Context: an optimization exercise on an open-source flow, tuned for small area and a short achievable clock period. The choices shown serve that exercise and are no tape-out recipe.
Only simulation tests tie the RTL to the original design; equivalence was not proved.
Power is estimated from default activity; no workload was simulated.

==> flow/design.v (outline; a module is shown in full before it is edited, if it fits) <==
// module incline_sat: 7 lines
// module cpa_ts: 103 lines
// module cpa_ic: 103 lines
// module cpa_prod: 200 lines
// module desiredDrive: 204 lines
// module desiredDrive_reg: 633 lines
module desiredDrive_reg(
    input clk, rst_n,
    input [11:0] avg_torque,
    input [4:0] cadence,
    input not_pedaling,
    input [12:0] incline,
    input [2:0] scale,
    output logic [11:0] target_curr
);
  // ...
==> flow/flow/run.sh <==
#!/bin/bash
# Layout flow: the standard flow (standard.sh), with these changes:
#  - synthesis: Yosys's generic "synth -run fine:" step skips its early ABC
#    pass (-noabc), so that extract_fa sees the RTL's full adders as written
#    (without the input/output inversions that pass puts around them), and
#    extract_fa looks for full adders only (EXTRACT_FA_ARGS); the rest of
#    synthesis (dfflibmap, the final ABC mapping, flatten, renaming) is as in
#    the standard flow's synthesis;
#  - the port buffers are PORT_BUF cells;
#  - ORFS's timing repair aims for SETUP_SLACK_MARGIN ns of setup slack.
# The SDC, the clock period and every other step are the standard flow's.
set -euo pipefail
HERE=$(pwd)
EXTRACT_FA_ARGS=""
SETUP_MARGIN=7.6
PORT_BUF=sky130_fd_sc_hd__buf_1
# ORFS's synth.tcl with the changes
sed -e 's/synth -top \$::env(DESIGN_NAME) -run fine: {\*}\$synth_full_args/synth -top $::env(DESIGN_NAME) -run fine: -noabc {*}$synth_full_args/' \
    -e "s/extract_fa {\*}\[dont_use_extract_fa_args\]/extract_fa $EXTRACT_FA_ARGS/" \
    "$FLOW_HOME/scripts/synth.tcl" > "$HERE/synth_changed.tcl"
grep -q -- '-run fine: -noabc' "$HERE/synth_changed.tcl"
grep -q -- "^ *extract_fa $EXTRACT_FA_ARGS\$" "$HERE/synth_changed.tcl"
# The standard flow's synthesis wrapper, sourcing the changed synth.tcl
sed "s#source \$::env(SCRIPTS_DIR)/synth.tcl#source $HERE/synth_changed.tcl#" synth_recipe.tcl > "$HERE/flow_synth.tcl"
grep -q "source $HERE/synth_changed.tcl" "$HERE/flow_synth.tcl"
# The standard.sh, pointed at that wrapper
sed "s#SYNTH_SCRIPT=[^ ]*#SYNTH_SCRIPT=$HERE/flow_synth.tcl#" standard.sh > "$HERE/flow_standard.sh"
grep -q "SYNTH_SCRIPT=$HERE/flow_synth.tcl" "$HERE/flow_standard.sh"
bash "$HERE/flow_standard.sh" SETUP_SLACK_MARGIN=$SETUP_MARGIN \
    "BUFFER_PORTS_ARGS=-buffer_cell $PORT_BUF" finish > "$HERE/flow_make.log" 2>&1
==> flow/standard.sh <==
#!/bin/bash
# synth_recipe.tcl (not shown) runs the flow's synth.tcl, then flattens the netlist and writes it again
# the make line also repeats each setting of config.mk as NAME=value (left out here)
make -C /OpenROAD-flow-scripts/flow DESIGN_CONFIG=/design/flow/config.mk WORK_HOME=/design/flow/orfs CLKGATE_MAP_FILE= SYNTH_SCRIPT=/design/flow/synth_recipe.tcl "${@:-finish}"
==> flow/config.mk <==
export PLATFORM = sky130hd
export DESIGN_NAME = desiredDrive_reg
export DESIGN_NICKNAME = desiredDrive_reg
export VERILOG_FILES = /design/flow/design.v
export SDC_FILE = /design/flow/constraint.sdc
export NUM_CORES = 4
export LEC_CHECK = 0
export ABC_AREA = 1
export CAP_MARGIN = 20
export CELL_PAD_IN_SITES_DETAIL_PLACEMENT = 0
export CELL_PAD_IN_SITES_GLOBAL_PLACEMENT = 0
export CORE_MARGIN = 2
export CORE_UTILIZATION = 40
export CTS_BUF_LIST = sky130_fd_sc_hd__clkbuf_4 sky130_fd_sc_hd__clkbuf_8
export SLEW_MARGIN = 20
export TNS_END_PERCENT = 5
==> flow/constraint.sdc <==
create_clock -name core_clock -period 13.0 [get_ports {clk}]
set_input_delay 2.6000 -clock core_clock [delete_from_list [all_inputs] [get_ports {clk}]]
set_output_delay 2.6000 -clock core_clock [all_outputs]
set_load 0.01 [all_outputs]
==> impl_metrics.ini, run 1 <==
[floorplanning]
taps = 285
core_area_um2 = 22700
die_h_um = 156

[logic_synthesis]
ys_seq_area_share_pct = 10.3
synthTopCellsByArea = fa_1 (45%), nor2_1 (12%), ha_1 (10%), nand2_1 (6.5%), dfxtp_1 (6.5%)
syn_area_um2 = 9260
yosysMostFrequentCell = nor2_1
ys_types = 36
synth_flop_cell = dfxtp_1

[power_and_ir_drop]
pg_comb_mw = 0.705
p_total_mw = 1.09
switchingPower_mw = 0.562
sequentialPower_mw = 0.271
pwr-share-comb_pct = 64.6

[finish]
design.seq.count = 44
multi_input_gates = 881
final_core_util_pct = 43.5
buffers = 49
buf_share_pct = 2.39

[cts]
hold_buffers = 0
cts_made_buffers = 5
cts-root-buf = clkbuf_8

[placement]
numPortBuffers = 47
place_area_um2 = 9680
dp_cells = 1378

[worst_setup_path]
cp.arrival_ns = 5.59
cpPeakStageDelay_ns = 0.58

[global_route]
top_usage_layer = met2

[outcome]
outcome = no timing/DRC/antenna violations

[timing]
fmax_mhz = 186

[routing]
routedLengthMet1_um = 9830
==> inputs of run 2 (changes only) <==
--- a/flow/config.mk
+++ b/flow/config.mk
@@ -8,9 +8,8 @@
 export ABC_AREA = 1
 export CAP_MARGIN = 20
-export CELL_PAD_IN_SITES_DETAIL_PLACEMENT = 0
-export CELL_PAD_IN_SITES_GLOBAL_PLACEMENT = 0
 export CORE_MARGIN = 2
 export CORE_UTILIZATION = 40
 export CTS_BUF_LIST = sky130_fd_sc_hd__clkbuf_4 sky130_fd_sc_hd__clkbuf_8
+export PLACE_DENSITY = 0.8
 export SLEW_MARGIN = 20
 export TNS_END_PERCENT = 5
==> run 2 against run 1 <==
Still clean; total power fell by 0.10%; critical path depth shrank 1; critical endpoint unchanged; clock power shrank 4%.
==> impl_metrics.ini, run 2 <==
[routing]
firstDrtPassIters = 5
vias = 7322
drtIter0Drc = 512
wirelength_um = 21500
wl_per_cell_um = 15.5
avgViaCountPerCell = 5.28
ant_nets = 0
drc_errors = 0

[timing]
hold_viol_final = 0
fmax_mhz = 184
finalSetupViolCount = 0
drv_slew = 0
relSlewSlack_pct = 45.2
setup-tns-final_ns = 0
post-route-min-period_ns = 5.44
tightest_slew_ns = 0.821
timing.final.crit_share_pct = 41.9
rsz0062_at_grt = yes
fin_skew_ns = 0.00961

[worst_setup_path]
cp_cell_sequence = buf_4 -> nand2_1 -> inv_1 -> fa_1 -> fa_1 -> fa_1 -> ha_4 -> a21o_1 -> nand2_2 -> nand3_2 -> fa_2 -> xor2_1 -> nand2_1 -> o21ai_1 -> inv_1
cp.arrival_ns = 5.65
cpPeakStageDelay_ns = 0.56
cp_common_cell = fa_1
worstSetupEndpointType = flip-flop
start_kind = input port
required_ns = 13.21
path_class = in2reg
ff2ff_setup_slack_ns = 7.69
cp_slowest_cell = fa_1
crit_fanout = 11

[floorplanning]
die_h_um = 156
ios = 48
floorplan.initialDensity_pct = 40.8
die_area_um2 = 24400
core_area_um2 = 22700
chipWidth_um = 156
rows = 55

[cts]
cts_sinks = 44
h-tree-depth = 2
cts.path.max_buffers = 2
cts_made_buffers = 5
insertion_delay_ns = 0.32
hold_buffers = 0
cts-root-buf = clkbuf_8
clk_pin_slew_ns = 0.09
cts_tree = built

[logic_synthesis]
synth.avg_cell_area_um2 = 8.52
syn_inst = 1087
ys_seq_area_share_pct = 10.3
synth_edf_count = 0
synth_flop_cell = dfxtp_1
yosysTopAreaCellShare_pct = 45.4
synthArstFlopShare_pct = 31.8
ys_warn_count = 1
ys_types = 36
syn_area_um2 = 9260
synthTopCellsByCount = nor2_1 (286), fa_1 (210), nand2_1 (161)
yosysMostFrequentCell = nor2_1
synthTopCellsByArea = fa_1 (45%), nor2_1 (12%), ha_1 (10%), nand2_1 (6.5%), dfxtp_1 (6.5%)
ys_seq_elements = 44
yosys.area.top_type = fa_1
postSynthNetCount = 1407

[global_route]
overflow = 0
antenna_found_initial = 0
grt_usage_pct = 19.0
grt_max_degree = 16
grt_pass1_vias = 7964
grt_pass1_wl_um = 37300

[outcome]
outcome = no timing/DRC/antenna violations

[placement]
gp_congestion = 0.886
numPortBuffers = 47
place_area_um2 = 9670
hpwl_um = 17200

[finish]
final_area_um2 = 9850
antennaDiodeCount = 0
top_regs = ic_rn x15, ts_rn x15, curr_r x12
final_layout_size_suffix_gt1_share_pct = 5.35
fin_nets = 1422
mostFrequentLayoutCell = nor2_1
final_cell_mix = nor2_1 (286), fa_1 (209), nand2_1 (157)
area_growth_pct = 6.40

[job]
maxCapViolCount = 0

[power_and_ir_drop]
power_density_nw_per_um2 = 111
p_total_mw = 1.09
total_leakage_power_nw = 5.68
irDropWorstVdd_mv = 0.0557

[hold_path]
holdCritPathClass = reg2reg
==> run 2: changes by cell type in the layout (fill, tap and decap cells not counted), moves of 2 or more <==
cell     previous run  this run
nand2_2             7         9
buf_6               3         1
dfxtp_2             4         6
dfxtp_4             2         0
buf_4               2         5
==> run 2: where the power goes <==
part	total, mW	switching, mW	internal, mW
logic	0.707	0.404	0.303
registers	0.273	0.107	0.167
clock network	0.111	0.0526	0.0579
==> run 2: final timing paths <==
check | start | to | cells after the start
hold reg to reg | valid$_DFF_PN0_ | curr_r[10]$_DFF_PN0_ | 2
max in group asynchronous | rst_n | curr_r[7]$_DFF_PN0_ | 1
hold / removal | valid$_DFF_PN0_ | curr_r[10]$_DFF_PN0_ | 2
setup / recovery | cadence[3] | ic_rn[9]$_DFF_P_ | 15
setup reg to reg | ts_rn[0]$_DFF_P_ | curr_r[1]$_DFF_PN0_ | 15
min in group asynchronous | rst_n | curr_r[8]$_DFF_PN0_ | 1
==> run 2: area by class of cell <==
cell class                      count  area, um2
Fill cell                        2163      12900
Multi-Input combinational cell    881       7750
Sequential cell                    44        958
Inverter                          120        450
Tap cell                          285        357
Timing Repair Buffer               50        225
Clock buffer                        5       68.8
Clock inverter                      3       47.5
==> run 2: repair_timing <==
| action | in CTS | in global routing |
|---|---|---|
| gates resized for setup | 17 | 12 |
| setup endpoints to repair | 8 | 10 |
| pin swaps | 0 | 6 |
| setup buffers | 0 | 3 |
==> run 2: metrics by stage <==
step	utilization, %	hold slack [ns]	setup WS, ns	std cells
after global routing	43.4	0.809	7.37	1388
after detailed placement	42.6	0.729	7.00	1377
after global placement	42.6	0.724	7.11	1377
after CTS	43.2	0.739	7.55	1385
after floorplan	-	0.532	7.42	1087
final	43.4	0.740	7.56	1388
==> run 2: per-layer routing <==
metal | up-vias | share of wire, % | wire length (um) | track usage [%]
li1 | 3341 | - | - | -
met2 | 303 | 50 | 10700 | 33.7
met4 | 0 | 3.2 | 695 | 6.82
met1 | 3609 | 40 | 8560 | 24.0
met5 | - | 0 | 0 | 0
met3 | 69 | 7.3 | 1560 | 2.19
==> run 2: cells by family after synthesis <==
group,after synthesis,share of synthesized area (%)
adder cells (fa/ha/maj),284,55.4
AO/OA/AOI/OAI,73,4.47
AND/OR/NAND/NOR,512,22.1
flip-flops,44,10.3
other,1,0.0405
buffers and inverters,162,6.71
XOR/XNOR,11,1.04
==> run 2: worst max-delay path: cells and delay by family <==
family / cells / cell delay [ns]
simple gates: 4 / 0.29
buf+inv: 3 / 0.25
compound gates: 2 / 0.26
xor+xnor: 1 / 0.14
fa+ha+maj: 5 / 2.11
==> inputs of run 3 (changes only) <==
--- a/flow/flow/run.sh
+++ b/flow/flow/run.sh
@@ -13,5 +13,5 @@
 HERE=$(pwd)
 EXTRACT_FA_ARGS=""
-SETUP_MARGIN=7.6
+SETUP_MARGIN=7.8
 PORT_BUF=sky130_fd_sc_hd__buf_1
 # ORFS's synth.tcl with the changes
--- a/flow/config.mk
+++ b/flow/config.mk
@@ -11,5 +11,4 @@
 export CORE_UTILIZATION = 40
 export CTS_BUF_LIST = sky130_fd_sc_hd__clkbuf_4 sky130_fd_sc_hd__clkbuf_8
-export PLACE_DENSITY = 0.8
 export SLEW_MARGIN = 20
 export TNS_END_PERCENT = 5
==> run 3 against run 2 <==
Non-clock buffer count is 2 higher; highest routed layer unchanged; register-to-register slack gained 0.06 ns; critical path depth stayed put; sequential power hardly changed; critical endpoint unchanged.
==> impl_metrics.ini, run 3 <==
[timing]
hold_viol_final = 0
relSlewSlack_pct = 42.8
rsz0062_at_grt = yes
fmax_mhz = 185
drv_slew = 0
setup-tns-final_ns = 0
timing.hold.ws_ns = 0.768
fin_skew_ns = 0.00428
finalSetupViolCount = 0
tightest_slew_ns = 0.857
timing.final.crit_share_pct = 41.6
layout_setup_ws_ns = 7.59
post-route-min-period_ns = 5.41

[logic_synthesis]
ys_types = 36
ys_warn_count = 1
synth.avg_cell_area_um2 = 8.52
synth_compound_area_share_pct = 4.47
synth_adder_area_share_pct = 55.4
synth_xor_area_share_pct = 1.04
synthTopCellsByArea = fa_1 (45%), nor2_1 (12%), ha_1 (10%), nand2_1 (6.5%), dfxtp_1 (6.5%)
yosysMostFrequentCell = nor2_1
synthArstFlopShare_pct = 31.8
ys_seq_area_share_pct = 10.3
synthTopCellsByCount = nor2_1 (286), fa_1 (210), nand2_1 (161)
synth_flop_cell = dfxtp_1
postSynthNetCount = 1407
yosys.area_share.simple_pct = 22.1
synth_edf_count = 0
ys_seq_elements = 44
syn_inst = 1087
muxShareOfSynthArea_pct = 0
yosysTopAreaCellShare_pct = 45.4
synth_top_family_by_area = adder cells
yosys.area.top_type = fa_1
syn_area_um2 = 9260

[job]
maxCapViolCount = 0

[worst_setup_path]
worst-path-buf-inv = 3
cp_common_cell = fa_1
ff2ff_setup_slack_ns = 7.75
path_class = in2reg
required_ns = 13.23
cp.arrival_ns = 5.63
crit_fanout = 7
cp_cell_sequence = buf_12 -> nand2_4 -> inv_2 -> fa_1 -> fa_1 -> fa_1 -> ha_4 -> a21o_1 -> nand2_1 -> nand3_2 -> fa_2 -> xor2_1 -> nand2_1 -> o21ai_1 -> inv_1
cpPeakStageDelay_ns = 0.56
crit_family = adder cells
worstSetupEndpointType = flip-flop
start_kind = input port
cp_slowest_cell = fa_1

[routing]
wl_per_cell_um = 15.8
wirelength_um = 22000
firstDrtPassIters = 6
ant_nets = 0
drtIter0Drc = 400
drc_errors = 0
vias = 7109
avgViaCountPerCell = 5.11

[global_route]
overflow = 0
grt_max_degree = 16
grt_pass1_wl_um = 38400
grt_usage_pct = 19.9
grt_pass1_vias = 7717
antenna_found_initial = 0

[power_and_ir_drop]
p_total_mw = 1.09
total_leakage_power_nw = 5.71
power_density_nw_per_um2 = 110
irDropWorstVdd_mv = 0.0582

[cts]
insertion_delay_ns = 0.33
cts.path.max_buffers = 2
clk_pin_slew_ns = 0.09
cts_sinks = 44
cts_tree = built
cts-root-buf = clkbuf_8
h-tree-depth = 2
cts_made_buffers = 5

[finish]
area_growth_pct = 7.03
final_cell_mix = nor2_1 (285), fa_1 (209), nand2_1 (157)
regArea_um2 = 963
mostFrequentLayoutCell = nor2_1
fill_cells = 2265
top_regs = ic_rn x15, ts_rn x15, curr_r x12
final_layout_size_suffix_gt1_share_pct = 5.79
fin_nets = 1424
antennaDiodeCount = 0
multi_input_area_um2 = 7750

[floorplanning]
ios = 48
core_area_um2 = 22700
chipWidth_um = 156
die_h_um = 156
rows = 55
die_area_um2 = 24400
floorplan.initialDensity_pct = 40.8

[outcome]
outcome = no timing/DRC/antenna violations

[placement]
numPortBuffers = 47
gp_congestion = 0.820
post-place-ws_ns = 7.01
hpwl_um = 17400

[hold_path]
holdCritPathClass = reg2reg
-- run 3: cell types whose count changed in the layout (fill, tap and decap cells not counted), sizes merged --
cell    previous run  this run
clkbuf             6         8
buf               49        50
clkinv             4         3
-- run 3: area by class of cell --
class	count	share of cell area, %
multi-input combinational	881	78.2
sequential	44	9.72
inverter	120	4.54
tap	285	3.60
timing repair buffer	52	2.71
clock buffer	6	0.833
clock inverter	2	0.391
-- run 3: repair_timing --
item / in CTS / in global routing
resized for setup: 18 / 25
pin swaps: 1 / 14
hold endpoints to repair: 0 / 0
setup buffers: 1 / 3
endpoints found under the setup margin: 18 / 21
hold buffers: 0 / 0
-- run 3: kinds of logic after synthesis --
family,Yosys count
simple gates,512
compound gates,73
flops,44
buf+inv,162
other cells,1
xor+xnor,11
fa+ha+maj,284
-- run 3: path summary, 6_finish.rpt --
kind	endpoint	startpoint	cells past startpoint
min in group asynchronous	valid$_DFF_PN0_	rst_n	1
worst max register to register	curr_r[1]$_DFF_PN0_	ts_rn[0]$_DFF_P_	15
max in group asynchronous	curr_r[8]$_DFF_PN0_	rst_n	1
worst min-delay path	curr_r[0]$_DFF_PN0_	valid$_DFF_PN0_	2
worst min register to register	curr_r[0]$_DFF_PN0_	valid$_DFF_PN0_	2
worst max-delay path	ic_rn[9]$_DFF_P_	cadence[4]	15
-- run 3: power breakdown --
part / switching (mW) / internal [mW]
combinational: 0.404 / 0.303
sequential: 0.104 / 0.167
clock: 0.0528 / 0.0629
-- run 3: worst min-delay path, cell delays in order (launching register included) --
cell and delay (ns):
dfrtp_1 0.57, nand2_1 0.14, nor2_1 0.03
-- run 3: metrics by stage --
stage / cell area [um2] / util [%] / instances
after floorplan: 9310 / - / 1087
after global placement: 9680 / 42.6 / 1378
after detailed placement: 9680 / 42.6 / 1378
after CTS: 9830 / 43.3 / 1387
after global routing: 9910 / 43.6 / 1390
final: 9910 / 43.6 / 1390
-- run 3: layer usage --
layer  vias up  routed length (um)  global-route usage (%)
li1       3347                   -                       -
met4         0                 295                    3.98
met5         -                   0                       0
met3        23                 872                    2.53
met1      3592                9940                    26.7
met2       147               10900                    34.7
==> inputs of run 4 (changes only) <==
--- a/flow/flow/run.sh
+++ b/flow/flow/run.sh
@@ -13,5 +13,5 @@
 HERE=$(pwd)
 EXTRACT_FA_ARGS=""
-SETUP_MARGIN=7.8
+SETUP_MARGIN=8.0
 PORT_BUF=sky130_fd_sc_hd__buf_1
 # ORFS's synth.tcl with the changes
==> run 4 against run 3 <==
Clock skew stayed put; flip-flop and latch count stayed put; total power unchanged; hold slack did not move; sequential share of layout area is the same; core utilization unchanged; critical path type unchanged; count of clock-buffer cells in the layout stayed put; largest power group unchanged; die area did not move.
==> impl_metrics.ini, run 4 <==
[timing]
rsz0062_at_grt = yes
timing.final.crit_share_pct = 41.6
layout_setup_ws_ns = 7.59
tightest_slew_ns = 0.857
setup-tns-final_ns = 0
relSlewSlack_pct = 42.8
hold_viol_final = 0
post-route-min-period_ns = 5.41
drv_slew = 0
fmax_mhz = 185
finalSetupViolCount = 0
fin_skew_ns = 0.00428

[cts]
cts_sinks = 44
h-tree-depth = 2
insertion_delay_ns = 0.33
cts_tree = built
clk_pin_slew_ns = 0.09
cts_made_buffers = 5
cts.path.max_buffers = 2
cts-root-buf = clkbuf_8
hold_buffers = 0

[global_route]
grt_usage_pct = 19.9
antenna_found_initial = 0
grt_max_degree = 16
grt_pass1_vias = 7717
grt_pass1_wl_um = 38400
overflow = 0

[finish]
fin_nets = 1424
mostFrequentLayoutCell = nor2_1
top_regs = ic_rn x15, ts_rn x15, curr_r x12
final_area_um2 = 9910
antennaDiodeCount = 0
area_growth_pct = 7.03
final_layout_size_suffix_gt1_share_pct = 5.79
final_cell_mix = nor2_1 (285), fa_1 (209), nand2_1 (157)
fill_cells = 2265

[logic_synthesis]
ys_types = 36
yosysTopAreaCellShare_pct = 45.4
synth_flop_cell = dfxtp_1
syn_area_um2 = 9260
postSynthNetCount = 1407
synthArstFlopShare_pct = 31.8
synth_edf_count = 0
synthTopCellsByArea = fa_1 (45%), nor2_1 (12%), ha_1 (10%), nand2_1 (6.5%), dfxtp_1 (6.5%)
syn_inst = 1087
ys_seq_elements = 44
synth.avg_cell_area_um2 = 8.52
synthTopCellsByCount = nor2_1 (286), fa_1 (210), nand2_1 (161)
yosys.area.top_type = fa_1
ys_warn_count = 1
ys_seq_area_share_pct = 10.3
yosysMostFrequentCell = nor2_1

[job]
maxCapViolCount = 0

[floorplanning]
floorplan.initialDensity_pct = 40.8
die_h_um = 156
rows = 55
die_area_um2 = 24400
chipWidth_um = 156
ios = 48
core_area_um2 = 22700

[power_and_ir_drop]
power_density_nw_per_um2 = 110
total_leakage_power_nw = 5.71
irDropWorstVdd_mv = 0.0582

[placement]
hpwl_um = 17400
numPortBuffers = 47
post-place-ws_ns = 7.01
gp_congestion = 0.820
place_area_um2 = 9680

[routing]
drc_errors = 0
firstDrtPassIters = 6
avgViaCountPerCell = 5.11
drtIter0Drc = 400
ant_nets = 0
vias = 7109
wirelength_um = 22000
wl_per_cell_um = 15.8

[worst_setup_path]
worstSetupEndpointType = flip-flop
path_class = in2reg
crit_fanout = 7
required_ns = 13.23
cp.arrival_ns = 5.63
start_kind = input port

[hold_path]
holdCritPathClass = reg2reg

[outcome]
outcome = no timing/DRC/antenna violations
-- run 4: cell counts after synthesis --
No cell type changed its count.
-- run 4: final timing paths --
kind / from / to / slack (ns) / cells past startpoint
worst min register to register: valid$_DFF_PN0_ / curr_r[0]$_DFF_PN0_ / 0.77 / 2
worst max-delay path: cadence[4] / ic_rn[9]$_DFF_P_ / 7.59 / 15
min in group asynchronous: rst_n / valid$_DFF_PN0_ / 2.31 / 1
worst max register to register: ts_rn[0]$_DFF_P_ / curr_r[1]$_DFF_PN0_ / 7.75 / 15
max in group asynchronous: rst_n / curr_r[8]$_DFF_PN0_ / 10.22 / 1
worst min-delay path: valid$_DFF_PN0_ / curr_r[0]$_DFF_PN0_ / 0.77 / 2
-- run 4: where the power goes --
group / switching [mW] / internal [mW] / leakage (nW)
Combinational: 0.404 / 0.303 / 5.22
Sequential: 0.104 / 0.167 / 0.434
Clock: 0.0528 / 0.0629 / 0.0614
-- run 4: kinds of logic (layout without fill, tap and decap cells) --
family / count (synthesis) / in the layout / share of synthesized area, %
AOI/OAI and AO/OA: 73 / 73 / 4.47
xor gates and xnor gates: 11 / 11 / 1.04
adders and majority gates: 284 / 284 / 55.4
buffers and inverters: 162 / 180 / 6.71
DFF: 44 / 44 / 10.3
other: 1 / 1 / 0.0405
and+or+nand+nor: 512 / 512 / 22.1
-- run 4: layer usage --
| metal | GRT usage [%] | vias up | routed length [um] |
|---|---|---|---|
| li1 | - | 3347 | - |
| met5 | 0 | - | 0 |
| met4 | 3.98 | 0 | 295 |
| met2 | 34.7 | 147 | 10900 |
| met3 | 2.53 | 23 | 872 |
| met1 | 26.7 | 3592 | 9940 |
-- run 4: final cells by class --
type                       instances  area (um2)  share of cell area (%)
multi-input combinational        881        7750                    78.2
sequential                        44         963                    9.72
clock buffer                       6        82.6                   0.833
inverter                         120         450                    4.54
clock inverter                     2        38.8                   0.391
timing repair buffer              52         269                    2.71
tap                              285         357                    3.60
-- run 4: stage by stage --
| step | utilization, % | hold WS [ns] | cells | total power [mW] |
|---|---|---|---|---|
| after floorplan | - | 0.532 | 1087 | 0.774 |
| after detailed placement | 42.6 | 0.755 | 1378 | 0.971 |
| after global placement | 42.6 | 0.747 | 1378 | 0.957 |
| final | 43.6 | 0.768 | 1390 | 1.09 |
| after global routing | 43.6 | 0.806 | 1390 | 1.23 |
| after CTS | 43.3 | 0.764 | 1387 | 1.10 |
-- run 4: timing repair --
action / CTS / global route
gates resized for setup: 18 / 25
endpoints found under the setup margin: 23 / 27
pin swaps: 1 / 14
setup buffers: 1 / 3
-- run 4: critical path, cell delays in order --
cell	delay [ns]
buf_12	0.11
nand2_4	0.06
inv_2	0.03
fa_1	0.49
fa_1	0.56
fa_1	0.45
ha_4	0.27
a21o_1	0.18
nand2_1	0.07
nand3_2	0.10
fa_2	0.36
xor2_1	0.13
nand2_1	0.07
o21ai_1	0.09
inv_1	0.05
==> inputs of run 5 (changes only) <==
--- a/flow/flow/run.sh
+++ b/flow/flow/run.sh
@@ -13,5 +13,5 @@
 HERE=$(pwd)
 EXTRACT_FA_ARGS=""
-SETUP_MARGIN=8.0
+SETUP_MARGIN=7.6
 PORT_BUF=sky130_fd_sc_hd__buf_1
 # ORFS's synth.tcl with the changes
==> run 5 against run 4 <==
Still clean on timing, DRC and antenna; sequential share of layout area about the same; register-to-register slack improved by 0.02 ns; final area decreased by 0.28%; total power about the same; area after synthesis unchanged; hold slack got worse by 0.0010 ns; count of clock-buffer cells in the layout unchanged; core utilization decreased by 0.12 points; combinational power about the same; die area unchanged; routed wire length decreased by 0.21%; via count increased by 0.30%; critical path type unchanged; largest cell class unchanged.
==> impl_metrics.ini, run 5 <==
[routing]
drc_errors = 0
firstDrtPassIters = 6
wl_per_cell_um = 15.8
ant_nets = 0
vias = 7130
drtIter0Drc = 442
wirelength_um = 21900
avgViaCountPerCell = 5.14

[cts]
cts_sinks = 44
h-tree-depth = 2
hold_buffers = 0
clk_pin_slew_ns = 0.09
insertion_delay_ns = 0.33
cts_tree = built
cts-root-buf = clkbuf_8
cts_made_buffers = 5
cts.path.max_buffers = 2

[timing]
setup-tns-final_ns = 0
finalSetupViolCount = 0
hold_viol_final = 0
drv_slew = 0
timing.hold.ws_ns = 0.767
rsz0062_at_grt = yes
timing.final.crit_share_pct = 41.3
tightest_slew_ns = 0.863
fmax_mhz = 186
fin_skew_ns = 0.00433
post-route-min-period_ns = 5.37
relSlewSlack_pct = 42.4

[logic_synthesis]
synthTopCellsByCount = nor2_1 (286), fa_1 (210), nand2_1 (161)
ys_seq_elements = 44
synthTopCellsByArea = fa_1 (45%), nor2_1 (12%), ha_1 (10%), nand2_1 (6.5%), dfxtp_1 (6.5%)
synth_flop_cell = dfxtp_1
yosys.area.top_type = fa_1
ys_seq_area_share_pct = 10.3
ys_types = 36
syn_area_um2 = 9260
synth_edf_count = 0
syn_inst = 1087
synthArstFlopShare_pct = 31.8
yosysMostFrequentCell = nor2_1
yosysTopAreaCellShare_pct = 45.4
ys_warn_count = 1
synth.avg_cell_area_um2 = 8.52
postSynthNetCount = 1407

[global_route]
grt_max_degree = 16
antenna_found_initial = 0
overflow = 0
grt_usage_pct = 19.9
grt_pass1_vias = 7699
grt_pass1_wl_um = 38300

[placement]
numPortBuffers = 47
gp_congestion = 0.820
hpwl_um = 17400

[floorplanning]
floorplan.initialDensity_pct = 40.8
chipWidth_um = 156
ios = 48
rows = 55
core_area_um2 = 22700
die_area_um2 = 24400
die_h_um = 156

[worst_setup_path]
required_ns = 13.23
cp_cell_sequence = buf_8 -> nand2_1 -> inv_1 -> fa_1 -> fa_1 -> fa_1 -> ha_4 -> nand2_2 -> inv_1 -> nand2_1 -> nand3_2 -> fa_2 -> xor2_1 -> nand2_1 -> o21ai_1 -> inv_1
start_kind = input port
path_class = in2reg
crit_family = adder cells
cp.arrival_ns = 5.59
r2r_start = ts_rn[0]$_DFF_P_
ff2ff_setup_slack_ns = 7.77
cpPeakStageDelay_ns = 0.58
worstSetupEndpointType = flip-flop
rr_endpoint = curr_r[1]$_DFF_PN0_
worst-path-buf-inv = 4
reg2regPathDepth = 15
crit_fanout = 11
cp_slowest_cell = fa_1

[finish]
top_regs = ic_rn x15, ts_rn x15, curr_r x12
final_cell_mix = nor2_1 (285), fa_1 (209), nand2_1 (158)
fin_nets = 1421
final_layout_size_suffix_gt1_share_pct = 5.44
area_growth_pct = 6.73
mostFrequentLayoutCell = nor2_1
antennaDiodeCount = 0

[hold_path]
whs_path_depth = 2
holdCritPathClass = reg2reg
min_to = curr_r[0]$_DFF_PN0_
worstHoldStart = valid$_DFF_PN0_

[power_and_ir_drop]
pwr-share-comb_pct = 64.6
swShare_pct = 51.4
power_frac_clock_pct = 10.6
power_density_nw_per_um2 = 111
irDropWorstVdd_mv = 0.0583
total_leakage_power_nw = 5.69
power.internal_mw = 0.530
switchingPower_mw = 0.562
power_frac_seq_pct = 24.8

[job]
maxCapViolCount = 0

[outcome]
outcome = no timing/DRC/antenna violations
## run 5: cells by family (layout without fill, tap and decap cells)
family | Yosys count | after routing | synth area share [%]
compound gates | 73 | 73 | 4.47
simple gates | 512 | 512 | 22.1
flops | 44 | 44 | 10.3
fa+ha+maj | 284 | 284 | 55.4
buf+inv | 162 | 177 | 6.71
other cells | 1 | 1 | 0.0405
xor+xnor | 11 | 11 | 1.04
## run 5: worst register-to-register path: cells and delay by family, from the launching register on
kind                       cells  cell delay, ns
AOI/OAI and AO/OA              1            0.25
adders and majority gates      8            3.76
buffers and inverters          2            0.22
DFF                            1            0.52
and+or+nand+nor                4            0.43
## run 5: per-stage QoR
stage                     cell area [um2]  instances  setup WS [ns]  utilization [%]  total power [mW]
after floorplan                      9310       1087           7.42                -             0.774
after global placement               9680       1378           7.07             42.6             0.957
after detailed placement             9680       1378           7.01             42.6             0.971
after CTS                            9810       1386           7.54             43.2              1.10
after global routing                 9880       1387           7.46             43.5              1.23
final                                9880       1387           7.63             43.5              1.09
## run 5: how the worst max path moves through the flow
stage / start / to / slack (ns) / depth (start not counted)
floorplan: cadence[3] / ic_rn[9]$_DFF_P_ / 7.42 / 15
global placement: cadence[3] / ic_rn[9]$_DFF_P_ / 7.07 / 15
detailed placement: cadence[4] / ic_rn[9]$_DFF_P_ / 7.01 / 15
CTS: incline[6] / ic_rn[9]$_DFF_P_ / 7.54 / 16
global route: cadence[4] / ic_rn[9]$_DFF_P_ / 7.46 / 16
finish: cadence[4] / ic_rn[9]$_DFF_P_ / 7.63 / 16
## run 5: final cells by class
cell class	instances	area, um2
clock buffer	6	82.6
inverter	120	450
tap	285	357
fill	2265	12800
timing repair buffer	49	236
clock inverter	2	38.8
sequential	44	963
multi-input combinational	881	7760
## run 5: repair_timing
item / 4_1_cts / 5_1_grt
resized for setup: 12 / 33
endpoints found under the setup margin: 7 / 13
endpoints found under the hold margin: 0 / 0
pin swaps: 0 / 12
setup buffers: 0 / 1
## run 5: power by group through the flow
stage               logic (mW)  registers, mW  clock network, mW
floorplan                0.583          0.191                  0
global placement         0.686          0.271                  0
detailed placement       0.700          0.271                  0
CTS                      0.707          0.269              0.120
global route             0.831          0.278              0.124
finish                   0.705          0.271              0.116
## run 5: per-layer routing
| metal | wire, um | share of wire, % | track usage, % |
|---|---|---|---|
| met1 | 9830 | 45 | 26.7 |
| met5 | 0 | 0 | 0 |
| met3 | 1000 | 4.6 | 2.53 |
| met4 | 316 | 1.4 | 3.98 |
| met2 | 10800 | 49 | 34.7 |
==> inputs of run 6 (changes only) <==
==> flow/flow/run.sh (replaced) <==
#!/bin/bash
# Layout flow: the standard flow (standard.sh), with these changes:
#  - synthesis: Yosys's generic "synth -run fine:" step skips its early ABC
#    pass (-noabc), so that extract_fa sees the RTL's full adders as written
#    (without the input/output inversions that pass puts around them), and
#    extract_fa leaves the carry-propagate adders (instances u_cpa_*) to the
#    final ABC mapping instead of building them from adder cells; the rest of
#    synthesis (dfflibmap, the final ABC mapping, flatten, renaming) is as in
#    the standard flow's synthesis;
#  - the port buffers are PORT_BUF cells;
#  - ORFS's timing repair aims for SETUP_MARGIN ns of setup slack.
# The SDC, the clock period and every other step are the standard flow's.
set -euo pipefail
HERE=$(pwd)
SETUP_MARGIN=7.6
PORT_BUF=sky130_fd_sc_hd__buf_1
# ORFS's synth.tcl with the changes
sed -e 's/synth -top \$::env(DESIGN_NAME) -run fine: {\*}\$synth_full_args/synth -top $::env(DESIGN_NAME) -run fine: -noabc {*}$synth_full_args/' \
    -e 's/extract_fa {\*}\[dont_use_extract_fa_args\]/extract_fa {*}[dont_use_extract_fa_args] c:* c:*u_cpa_* %d/' \
    "$FLOW_HOME/scripts/synth.tcl" > "$HERE/synth_changed.tcl"
grep -q -F -- '-run fine: -noabc' "$HERE/synth_changed.tcl"
grep -q -F -- 'extract_fa {*}[dont_use_extract_fa_args] c:* c:*u_cpa_* %d' "$HERE/synth_changed.tcl"
# The standard flow's synthesis wrapper, sourcing the changed synth.tcl
sed "s#source \$::env(SCRIPTS_DIR)/synth.tcl#source $HERE/synth_changed.tcl#" synth_recipe.tcl > "$HERE/flow_synth.tcl"
grep -q -F "source $HERE/synth_changed.tcl" "$HERE/flow_synth.tcl"
# The standard.sh, pointed at that wrapper
sed "s#SYNTH_SCRIPT=[^ ]*#SYNTH_SCRIPT=$HERE/flow_synth.tcl#" standard.sh > "$HERE/flow_standard.sh"
grep -q -F "SYNTH_SCRIPT=$HERE/flow_synth.tcl" "$HERE/flow_standard.sh"
bash "$HERE/flow_standard.sh" SETUP_SLACK_MARGIN=$SETUP_MARGIN \
    "BUFFER_PORTS_ARGS=-buffer_cell $PORT_BUF" finish > "$HERE/flow_make.log" 2>&1
==> run 6 against run 5 <==
Die area rose by 1.7%; critical path depth rose by 1; setup slack improved by 0.11 ns; combinational power barely moved; largest cell class unchanged.
==> impl_metrics.ini, run 6 <==
[outcome]
outcome = no timing/DRC/antenna violations

[cts]
insertion_delay_ns = 0.34
clk_pin_slew_ns = 0.09
cts_made_buffers = 5
cts_tree = built
cts-root-buf = clkbuf_8
hold_buffers = 0
h-tree-depth = 2
cts.path.max_buffers = 2
cts_sinks = 44

[timing]
fmax_mhz = 190
hold_viol_final = 0
finalSetupViolCount = 0
fin_skew_ns = 0.00617
drv_slew = 0
post-route-min-period_ns = 5.26
relSlewSlack_pct = 31.6
rsz0062_at_grt = yes
setup-tns-final_ns = 0
tightest_slew_ns = 1.03
timing.final.crit_share_pct = 40.5
timing.hold.ws_ns = 0.769

[placement]
dp_cells = 1580
gp_congestion = 0.853
numPortBuffers = 47
hpwl_um = 17900

[finish]
antennaDiodeCount = 0
multi_input_area_um2 = 7680
final_core_util_pct = 42.7
mostFrequentLayoutCell = nor2_1
final_layout_size_suffix_gt1_share_pct = 4.33
regArea_um2 = 960
area_growth_pct = 5.68
fin_nets = 1531
final_cell_mix = nor2_1 (351), nand2_1 (258), fa_1 (203)
final_cell_count_no_fill = 1589
fill_cells = 2376
top_regs = ic_rn x15, ts_rn x15, curr_r x12

[global_route]
grt_pass1_vias = 7972
grt_max_degree = 16
grt_pass1_wl_um = 38400
grt_usage_pct = 19.6
antenna_found_initial = 0
overflow = 0

[routing]
firstDrtPassIters = 5
routed-wl-met2_um = 11100
vias = 7717
ant_nets = 0
routedLengthMet1_um = 10200
drtIter0Drc = 413
avgViaCountPerCell = 4.86
wirelength_um = 22400
wl_per_cell_um = 14.1
dr_wl_met3_um = 821
top_layer_used = met4
drc_errors = 0

[worst_setup_path]
cp_cell_sequence = clkbuf_2 -> nand2_1 -> inv_1 -> fa_1 -> fa_1 -> fa_1 -> nor2_1 -> nor2_1 -> nand2_1 -> nor2_1 -> nand2_1 -> nand2_2 -> nand2_1 -> nand2_1 -> nand2_1 -> nand2_1 -> o21ai_1
path_class = in2reg
crit_fanout = 9
start_kind = input port
required_ns = 13.20
cp_slowest_cell = fa_1
crit_family = adder cells
worst-path-buf-inv = 2
cp.arrival_ns = 5.46
worstSetupEndpointType = flip-flop
cp_common_cell = nand2_1
cpPeakStageDelay_ns = 0.57

[logic_synthesis]
synthArstFlopShare_pct = 31.8
postSynthNetCount = 1520
synth_edf_count = 0
yosysTopAreaCellShare_pct = 43.1
ys_seq_area_share_pct = 10.1
synth_flop_cell = dfxtp_1
synthTopCellsByCount = nor2_1 (352), nand2_1 (258), fa_1 (203)
ys_seq_elements = 44
synthTopCellsByArea = fa_1 (43%), nor2_1 (14%), nand2_1 (10%), inv_1 (6.5%), dfxtp_1 (6.4%)
synth.avg_cell_area_um2 = 7.49
yosysMostFrequentCell = nor2_1
yosys.area.top_type = fa_1
syn_area_um2 = 9420
syn_inst = 1258
ys_types = 37
ys_warn_count = 1

[floorplanning]
floorplan.initialDensity_pct = 40.4
chipWidth_um = 157
core_area_um2 = 23300
die_h_um = 157
ios = 48
rows = 56
die_area_um2 = 24800

[power_and_ir_drop]
total_leakage_power_nw = 5.78
irDropWorstVdd_mv = 0.0474
power_density_nw_per_um2 = 109

[job]
maxCapViolCount = 0

[hold_path]
holdCritPathClass = reg2reg
-- run 6: cell types whose count changed after synthesis, sizes merged, moves of 5 or more --
cell,delta
nand2,+98
nor2,+69
ha,-51
inv,+45
fa,-7
a21o,-6
buf,+6
a21oi,-5
or2,+5
xor2,+5
-- run 6: logic make-up after synthesis --
kind of cell,after synthesis,share of synthesized area (%)
AND/OR/NAND/NOR,694,29.3
other,1,0.0398
buffers and inverters,207,8.55
flip-flops,44,10.1
XOR/XNOR,17,1.58
AO/OA/AOI/OAI,68,4.10
adder cells (fa/ha/maj),227,46.3
-- run 6: final cells by class --
cell class / instances / share of cell area (%)
multi-input cells: 1007 / 77.1
inverters: 163 / 6.14
well taps: 319 / 4.01
flip-flops and latches: 44 / 9.64
clock inverters: 3 / 0.452
repair buffers: 48 / 1.99
clock buffers: 5 / 0.691
-- run 6: power by group --
part | leakage, nW | switching, mW | internal, mW
Sequential | 0.433 | 0.102 | 0.165
Clock | 0.0591 | 0.0555 | 0.0581
Combinational | 5.28 | 0.420 | 0.288
-- run 6: worst register-to-register path, stage by stage (launching register included) --
cell and delay (ns):
dfxtp_2 0.53, nor2_1 0.13, fa_1 0.51, fa_1 0.56, fa_1 0.44, fa_1 0.40
fa_1 0.53, fa_1 0.43, nand2_1 0.10, inv_1 0.06, nor2_2 0.14, nand2_1 0.09
nor2_1 0.14, inv_1 0.07, nor2_2 0.07, nand2_1 0.06, nand2_2 0.24, nand2_1 0.14
a21oi_1 0.15, nor2_1 0.06
-- run 6: layer usage --
layer	track usage [%]	vias up
li1	-	3767
met1	26.0	3791
met2	34.6	139
met3	1.90	20
met4	4.94	0
met5	0	-
-- run 6: path summary, 6_finish.rpt --
path	from	end	slack, ns	cells after the start
setup / recovery	cadence[3]	ic_rn[12]$_DFF_P_	7.74	17
hold / removal	valid$_DFF_PN0_	curr_r[9]$_DFF_PN0_	0.77	2
setup reg to reg	ic_rn[14]$_DFF_P_	curr_r[2]$_DFF_PN0_	8.05	19
hold reg to reg	valid$_DFF_PN0_	curr_r[9]$_DFF_PN0_	0.77	2
max in group asynchronous	rst_n	curr_r[8]$_DFF_PN0_	10.17	1
min in group asynchronous	rst_n	curr_r[9]$_DFF_PN0_	2.32	1
-- run 6: repair_timing --
item,4_1_cts,5_1_grt
gates resized for setup,1,18
pin swaps,0,2
setup endpoints to repair,6,19
buffers inserted,0,1
-- run 6: per-stage QoR --
stage,power (mW),area [um2],setup slack [ns]
floorplan,0.803,9420,7.61
global placement,0.960,9800,7.22
detailed placement,0.980,9800,7.13
CTS,1.10,9920,7.60
global route,1.23,9960,7.46
finish,1.09,9960,7.74
==> inputs of run 7 (changes only) <==
--- a/flow/flow/run.sh
+++ b/flow/flow/run.sh
@@ -13,5 +13,5 @@
 set -euo pipefail
 HERE=$(pwd)
-SETUP_MARGIN=7.6
+SETUP_MARGIN=8.0
 PORT_BUF=sky130_fd_sc_hd__buf_1
 # ORFS's synth.tcl with the changes
==> run 7 against run 6 <==
Die area stayed put; final cell count is 0.76% higher; combinational power is about 10% higher; area after synthesis stayed put; count of clock-buffer cells in the layout stayed put; critical path depth stayed put; final area is 3.2% higher; sequential share of layout area is 0.058 points lower; largest power group unchanged; register-to-register slack better by 0.19 ns; global-route usage is 0.32 points higher; maximum frequency is 3.3% higher.
==> impl_metrics.ini, run 7 <==
[outcome]
outcome = no timing/DRC/antenna violations

[placement]
post-place-ws_ns = 7.34
place_area_um2 = 9850
hpwl_um = 17700
dp_cells = 1583
numPortBuffers = 47
gp_congestion = 0.843

[timing]
rsz0062_at_grt = yes
timing.final.crit_share_pct = 39.2
fmax_mhz = 196
post-route-min-period_ns = 5.09
finalSetupViolCount = 0
relSlewSlack_pct = 31.2
setup-tns-final_ns = 0
fin_skew_ns = 0.0127
drv_slew = 0
layout_setup_ws_ns = 7.91
tightest_slew_ns = 1.03
hold_viol_final = 0
timing.hold.ws_ns = 0.749

[logic_synthesis]
syn_area_um2 = 9420
synthTopCellsByCount = nor2_1 (352), nand2_1 (258), fa_1 (203)
yosysMostFrequentCell = nor2_1
synth_flop_cell = dfxtp_1
ys_seq_area_share_pct = 10.1
ys_seq_elements = 44
syn_inst = 1258
yosys.area.top_type = fa_1
postSynthNetCount = 1520
synthArstFlopShare_pct = 31.8
synth.avg_cell_area_um2 = 7.49
ys_warn_count = 1
ys_types = 37
yosysTopAreaCellShare_pct = 43.1
synth_edf_count = 0
synthTopCellsByArea = fa_1 (43%), nor2_1 (14%), nand2_1 (10%), inv_1 (6.5%), dfxtp_1 (6.4%)

[power_and_ir_drop]
p_total_mw = 1.15
swShare_pct = 52.6
power_density_nw_per_um2 = 112
power.internal_mw = 0.546
power_frac_seq_pct = 22.4
irDropWorstVdd_mv = 0.0574
power_frac_clock_pct = 9.8
total_leakage_power_nw = 5.88
switchingPower_mw = 0.606
pwr-share-comb_pct = 67.7

[hold_path]
holdCritPathClass = reg2reg
whs_path_depth = 2
min_to = curr_r[9]$_DFF_PN0_
worstHoldStart = valid$_DFF_PN0_

[finish]
final_area_um2 = 10300
final_cell_count_no_fill = 1601
fin_nets = 1543
mostFrequentLayoutCell = nor2_1
top_regs = ic_rn x15, ts_rn x15, curr_r x12
final_layout_size_suffix_gt1_share_pct = 9.20
antennaDiodeCount = 0
final_core_util_pct = 44.1
final_cell_mix = nor2_1 (342), nand2_1 (247), fa_1 (199)
area_growth_pct = 9.10

[worst_setup_path]
rr_endpoint = curr_r[7]$_DFF_PN0_
r2r_start = ts_rn[9]$_DFF_P_
ff2ff_setup_slack_ns = 8.24
cp_cell_sequence = buf_4 -> nand2_2 -> inv_2 -> fa_2 -> fa_1 -> fa_1 -> nor2_2 -> nor2_4 -> nand2_1 -> nor2_1 -> nand2_1 -> nand2_4 -> nand2_4 -> nand3_2 -> nand2_2 -> nor2_2 -> nor2_1
cp_slowest_cell = fa_1
start_kind = input port
reg2regPathDepth = 18
cp.arrival_ns = 5.31
required_ns = 13.21
cpPeakStageDelay_ns = 0.58
worstSetupEndpointType = flip-flop
crit_fanout = 6
path_class = in2reg

[routing]
firstDrtPassIters = 5
drtIter0Drc = 397
avgViaCountPerCell = 4.85
ant_nets = 0
vias = 7772
wirelength_um = 22600
wl_per_cell_um = 14.1
drc_errors = 0

[global_route]
grt_pass1_vias = 8119
grt_usage_pct = 20.0
grt_max_degree = 16
antenna_found_initial = 0
grt_pass1_wl_um = 39200
overflow = 0

[floorplanning]
core_area_um2 = 23300
chipWidth_um = 157
rows = 56
floorplan.initialDensity_pct = 40.4
die_h_um = 157
ios = 48
die_area_um2 = 24800

[cts]
cts-root-buf = clkbuf_8
clk_pin_slew_ns = 0.10
cts_tree = built
insertion_delay_ns = 0.33
cts.path.max_buffers = 2
cts_made_buffers = 5
cts_sinks = 44
h-tree-depth = 2
hold_buffers = 0

[job]
maxCapViolCount = 0
run 7: cell counts after synthesis:
Identical to the previous run, type by type.
run 7: timing repair:
action                     in CTS  in global routing
cloned                          0                  0
setup buffers                   1                  9
gates resized for setup        31                 68
setup endpoints to repair      20                 19
pin swaps                       9                 29
run 7: cell families after synthesis:
group / share of synthesized area, %
and+or+nand+nor: 29.3
adders and majority gates: 46.3
buffers and inverters: 8.55
AOI/OAI and AO/OA: 4.10
DFF: 10.1
xor gates and xnor gates: 1.58
other: 0.0398
run 7: worst max-delay path, delay by kind of cell:
family        cells  cell delay (ns)
fa+ha+maj         3             1.53
simple gates     12             1.00
buf+inv           2             0.18
run 7: how the worst max path moves through the flow:
stage                    start                 to  slack [ns]  depth (start not counted)
floorplan           cadence[3]  ic_rn[14]$_DFF_P_        7.76                         16
global placement    cadence[4]  ic_rn[12]$_DFF_P_        7.38                         14
detailed placement  cadence[4]  ic_rn[13]$_DFF_P_        7.34                         14
CTS                 cadence[4]  ic_rn[12]$_DFF_P_        7.91                         16
global route        incline[5]  ic_rn[13]$_DFF_P_        7.79                         14
finish              incline[1]   ic_rn[9]$_DFF_P_        7.91                         17
run 7: area by class of cell:
type	count	area [um2]
Fill cell	2326	13100
Multi-Input combinational cell	1007	7830
Sequential cell	44	985
Inverter	163	612
Tap cell	319	399
Timing Repair Buffer	60	339
Clock buffer	5	68.8
Clock inverter	3	45.0
run 7: layer usage:
layer	up-vias	GRT usage, %	part of all wire (%)
met5	-	0	0
met4	0	3.94	1.1
met3	20	1.82	3.5
met2	146	36.6	51
met1	3818	25.7	44
li1	3788	-	-
run 7: power groups by stage:
| stage | logic, mW | clock network [mW] | registers (mW) |
|---|---|---|---|
| 5_1_grt | 0.908 | 0.121 | 0.264 |
| 6_report | 0.780 | 0.113 | 0.258 |
| 3_3_place_gp | 0.707 | 0 | 0.261 |
| 3_5_place_dp | 0.726 | 0 | 0.262 |
| 2_1_floorplan | 0.620 | 0 | 0.188 |
| 4_1_cts | 0.737 | 0.117 | 0.259 |
==> inputs of run 8 (changes only) <==
--- a/flow/flow/run.sh
+++ b/flow/flow/run.sh
@@ -6,6 +6,7 @@
 #    extract_fa leaves the carry-propagate adders (instances u_cpa_*) to the
 #    final ABC mapping instead of building them from adder cells; the rest of
-#    synthesis (dfflibmap, the final ABC mapping, flatten, renaming) is as in
-#    the standard flow's synthesis;
+#    synthesis (dfflibmap, flatten, renaming) is as in the standard flow's synthesis, but
+#    the final ABC mapping runs flow/map.abc, a delay-oriented mapping without
+#    ABC's own buffering and sizing (OpenROAD's repair sizes the cells later);
 #  - the port buffers are PORT_BUF cells;
 #  - ORFS's timing repair aims for SETUP_MARGIN ns of setup slack.
@@ -18,7 +19,9 @@
 sed -e 's/synth -top \$::env(DESIGN_NAME) -run fine: {\*}\$synth_full_args/synth -top $::env(DESIGN_NAME) -run fine: -noabc {*}$synth_full_args/' \
     -e 's/extract_fa {\*}\[dont_use_extract_fa_args\]/extract_fa {*}[dont_use_extract_fa_args] c:* c:*u_cpa_* %d/' \
+    -e "s#^  log_cmd abc {\*}\\\$abc_args\$#  log_cmd abc {*}[lreplace \$abc_args 1 1 $HERE/flow/map.abc]#" \
     "$FLOW_HOME/scripts/synth.tcl" > "$HERE/synth_changed.tcl"
 grep -q -F -- '-run fine: -noabc' "$HERE/synth_changed.tcl"
 grep -q -F -- 'extract_fa {*}[dont_use_extract_fa_args] c:* c:*u_cpa_* %d' "$HERE/synth_changed.tcl"
+grep -q -F -- "log_cmd abc {*}[lreplace \$abc_args 1 1 $HERE/flow/map.abc]" "$HERE/synth_changed.tcl"
 # The standard flow's synthesis wrapper, sourcing the changed synth.tcl
 sed "s#source \$::env(SCRIPTS_DIR)/synth.tcl#source $HERE/synth_changed.tcl#" synth_recipe.tcl > "$HERE/flow_synth.tcl"
==> flow/flow/map.abc (new file) <==
strash
dch
map -B 0.9
topo
stime -c
--- a/flow/config.mk
+++ b/flow/config.mk
@@ -6,5 +6,4 @@
 export NUM_CORES = 4
 export LEC_CHECK = 0
-export ABC_AREA = 1
 export CAP_MARGIN = 20
 export CORE_MARGIN = 2
==> run 8 against run 7 <==
Hold slack worse by 0.011 ns; count of clock-buffer cells in the layout unchanged; routed wire length down 0.86%; total power up 0.31%; flip-flop and latch count did not move; register-to-register slack got worse by 0.13 ns; maximum frequency fell by 1.1%; via count grew 1.2%; final cell count fell by 2.1%; sequential power increased by 4%; core utilization up 1.4 points.
==> impl_metrics.ini, run 8 <==
[routing]
avgViaCountPerCell = 5.02
vias = 7864
drtIter0Drc = 395
firstDrtPassIters = 5
drc_errors = 0
ant_nets = 0
wl_per_cell_um = 14.3
wirelength_um = 22400

[cts]
cts_sinks = 44
cts.path.max_buffers = 2
hold_buffers = 0
clk_pin_slew_ns = 0.10
cts-root-buf = clkbuf_8
insertion_delay_ns = 0.32
cts_tree = built
cts_made_buffers = 5
h-tree-depth = 2

[worst_setup_path]
start_kind = input port
path_class = in2reg
cp_cell_sequence = buf_12 -> nand2_4 -> inv_2 -> fa_1 -> fa_1 -> fa_1 -> xor2_2 -> nand3_2 -> nor2_4 -> nand2_2 -> nand2_2 -> nand2_1 -> nand2_1 -> o21bai_1
worstSetupEndpointType = flip-flop
required_ns = 13.20
cpPeakStageDelay_ns = 0.63
cp.arrival_ns = 5.35
crit_fanout = 7
cp_slowest_cell = fa_1
worst-path-buf-inv = 2
crit_family = adder cells
cp-startpoint = cadence[4]
cp_common_cell = fa_1
r2r_start = ic_rn[14]$_DFF_P_

[global_route]
overflow = 0
antenna_found_initial = 0
grt_max_degree = 16
grt_pass1_wl_um = 39200
grt_pass1_vias = 8271
grt_usage_pct = 20.0

[hold_path]
worstHoldStart = valid$_DFF_PN0_
holdCritPathClass = reg2reg

[logic_synthesis]
postSynthNetCount = 1476
ys_seq_area_share_pct = 10.3
ys_types = 27
synth_edf_count = 0
syn_area_um2 = 9190
ys_seq_elements = 44
yosys.area.top_type = fa_1
synth_flop_cell = dfxtp_1
synthArstFlopShare_pct = 31.8
yosysMostFrequentCell = nor2_1
synthTopCellsByArea = fa_1 (44%), nor2_1 (15%), nand2_1 (11%), clkinv_1 (6.7%), dfxtp_1 (6.5%)
synth.avg_cell_area_um2 = 7.57
ys_warn_count = 1
yosysTopAreaCellShare_pct = 44.2
syn_inst = 1214
synthTopCellsByCount = nor2_1 (356), nand2_1 (264), fa_1 (203)

[finish]
fin_nets = 1543
regArea_um2 = 978
final_cell_count_no_fill = 1567
multi_input_area_um2 = 7820
top_regs = ic_rn x15, ts_rn x15, curr_r x12
final_cell_mix = nor2_1 (348), nand2_1 (245), fa_1 (196)
area_growth_pct = 11.7
final_core_util_pct = 45.5
mostFrequentLayoutCell = nor2_1
final_layout_size_suffix_gt1_share_pct = 9.36
final_area_um2 = 10300
antennaDiodeCount = 0
fill_cells = 2232

[floorplanning]
ios = 48
die_h_um = 156
floorplan.initialDensity_pct = 40.7
chipWidth_um = 156
rows = 55
die_area_um2 = 24200
core_area_um2 = 22600

[timing]
rsz0062_at_grt = yes
drv_slew = 0
relSlewSlack_pct = 45.8
fin_skew_ns = 0.0189
layout_setup_ws_ns = 7.85
finalSetupViolCount = 0
timing.hold.ws_ns = 0.738
hold_viol_final = 0
fmax_mhz = 194
setup-tns-final_ns = 0
tightest_slew_ns = 0.813
post-route-min-period_ns = 5.15
timing.final.crit_share_pct = 39.6

[placement]
numPortBuffers = 47
place_area_um2 = 9790
dp_cells = 1549
post-place-ws_ns = 7.21
gp_congestion = 0.860
hpwl_um = 17700

[outcome]
outcome = no timing/DRC/antenna violations

[power_and_ir_drop]
irDropWorstVdd_mv = 0.0675
total_leakage_power_nw = 5.22
p_total_mw = 1.16
power_density_nw_per_um2 = 113

[job]
maxCapViolCount = 0
==> run 8: changes by cell type after synthesis, sizes merged <==
cell    delta
clkinv   +163
inv      -163
buf       -10
clkbuf    -34
==> run 8: metal layers <==
layer	share of wire [%]	routed length (um)	GRT usage (%)
met5	0	0	0
met4	2.1	471	5.11
met3	4.2	933	1.92
met2	51	11500	36.2
met1	42	9510	25.9
==> run 8: worst paths after layout <==
path	cells after the start	slack [ns]	endpoint
max in group asynchronous	1	10.14	curr_r[6]$_DFF_PN0_
hold / removal	2	0.74	curr_r[9]$_DFF_PN0_
min in group asynchronous	1	2.34	curr_r[8]$_DFF_PN0_
setup reg to reg	19	8.11	curr_r[2]$_DFF_PN0_
hold reg to reg	2	0.74	curr_r[9]$_DFF_PN0_
setup / recovery	14	7.85	ic_rn[14]$_DFF_P_
==> run 8: timing repair <==
action	CTS	global route
endpoints found under the hold margin	0	0
endpoints found under the setup margin	21	29
setup buffers	5	5
gates resized for setup	45	73
pin swaps	22	34
==> run 8: worst register-to-register path: cells and delay by family (launching register included) <==
kind | cells | cell delay, ns
adder cells (fa/ha/maj) | 6 | 2.89
buffers and inverters | 2 | 0.17
AND/OR/NAND/NOR | 10 | 1.09
flip-flops | 1 | 0.47
AO/OA/AOI/OAI | 1 | 0.15
==> run 8: final cells by class <==
| cell class | instances | share of cell area [%] |
|---|---|---|
| repair buffers | 60 | 3.63 |
| flip-flops and latches | 44 | 9.53 |
| multi-input cells | 1007 | 76.2 |
| well taps | 285 | 3.47 |
| clock buffers | 5 | 0.670 |
| clock inverters | 3 | 0.439 |
| inverters | 163 | 6.08 |
==> run 8: kinds of logic (layout without fill, tap and decap cells) <==
| kind of cell | after synthesis | in the layout | synth area share (%) |
|---|---|---|---|
| AND/OR/NAND/NOR | 694 | 694 | 29.8 |
| adder cells (fa/ha/maj) | 227 | 227 | 47.5 |
| buffers and inverters | 163 | 231 | 6.66 |
| AO/OA/AOI/OAI | 68 | 68 | 4.07 |
| flip-flops | 44 | 44 | 10.4 |
| XOR/XNOR | 17 | 17 | 1.62 |
| other | 1 | 1 | 0.0408 |
==> run 8: power by group <==
group,internal [mW],leakage (nW),switching (mW)
combinational,0.319,4.73,0.457
clock,0.0581,0.0591,0.0537
sequential,0.166,0.435,0.101

==> separate check: timing with driven ports <==
No port has a modelled driver above. Below, the same layouts with a new extraction and two added sets of constraints.
Step 1 sets driving cells, clkbuf_16 on the clock port and buf_2 on the other inputs (assumed; they add their load-dependent delay and slew).
Step 2 also shifts input and output timing later by t, the mid clock arrival at the registers, as if the neighbouring blocks saw the same clock.
Three values: ideal ports, drivers, drivers and shift; two values: the first two.
run | t (ns) | slack for setup (ns) | worst setup path after step 2 | worst register clock-pin slew, ns
run 1 | 0.364 | 7.634 / 7.632 / 7.268 | input to register | 0.09 / 0.09
run 2 | 0.349 | 7.559 / 7.575 / 7.226 | input to register | 0.09 / 0.09
run 3 | 0.364 | 7.594 / 7.586 / 7.222 | input to register | 0.09 / 0.09
run 4 | 0.364 | 7.594 / 7.586 / 7.222 | input to register | 0.09 / 0.09
run 5 | 0.364 | 7.634 / 7.632 / 7.268 | input to register | 0.09 / 0.09
run 6 | 0.370 | 7.741 / 7.757 / 7.387 | input to register | 0.09 / 0.09
run 7 | 0.360 | 7.908 / 7.908 / 7.548 | input to register | 0.10 / 0.10
run 8 | 0.347 | 7.850 / 7.835 / 7.489 | input to register | 0.10 / 0.10
After both steps setup and hold are still met in every run listed.
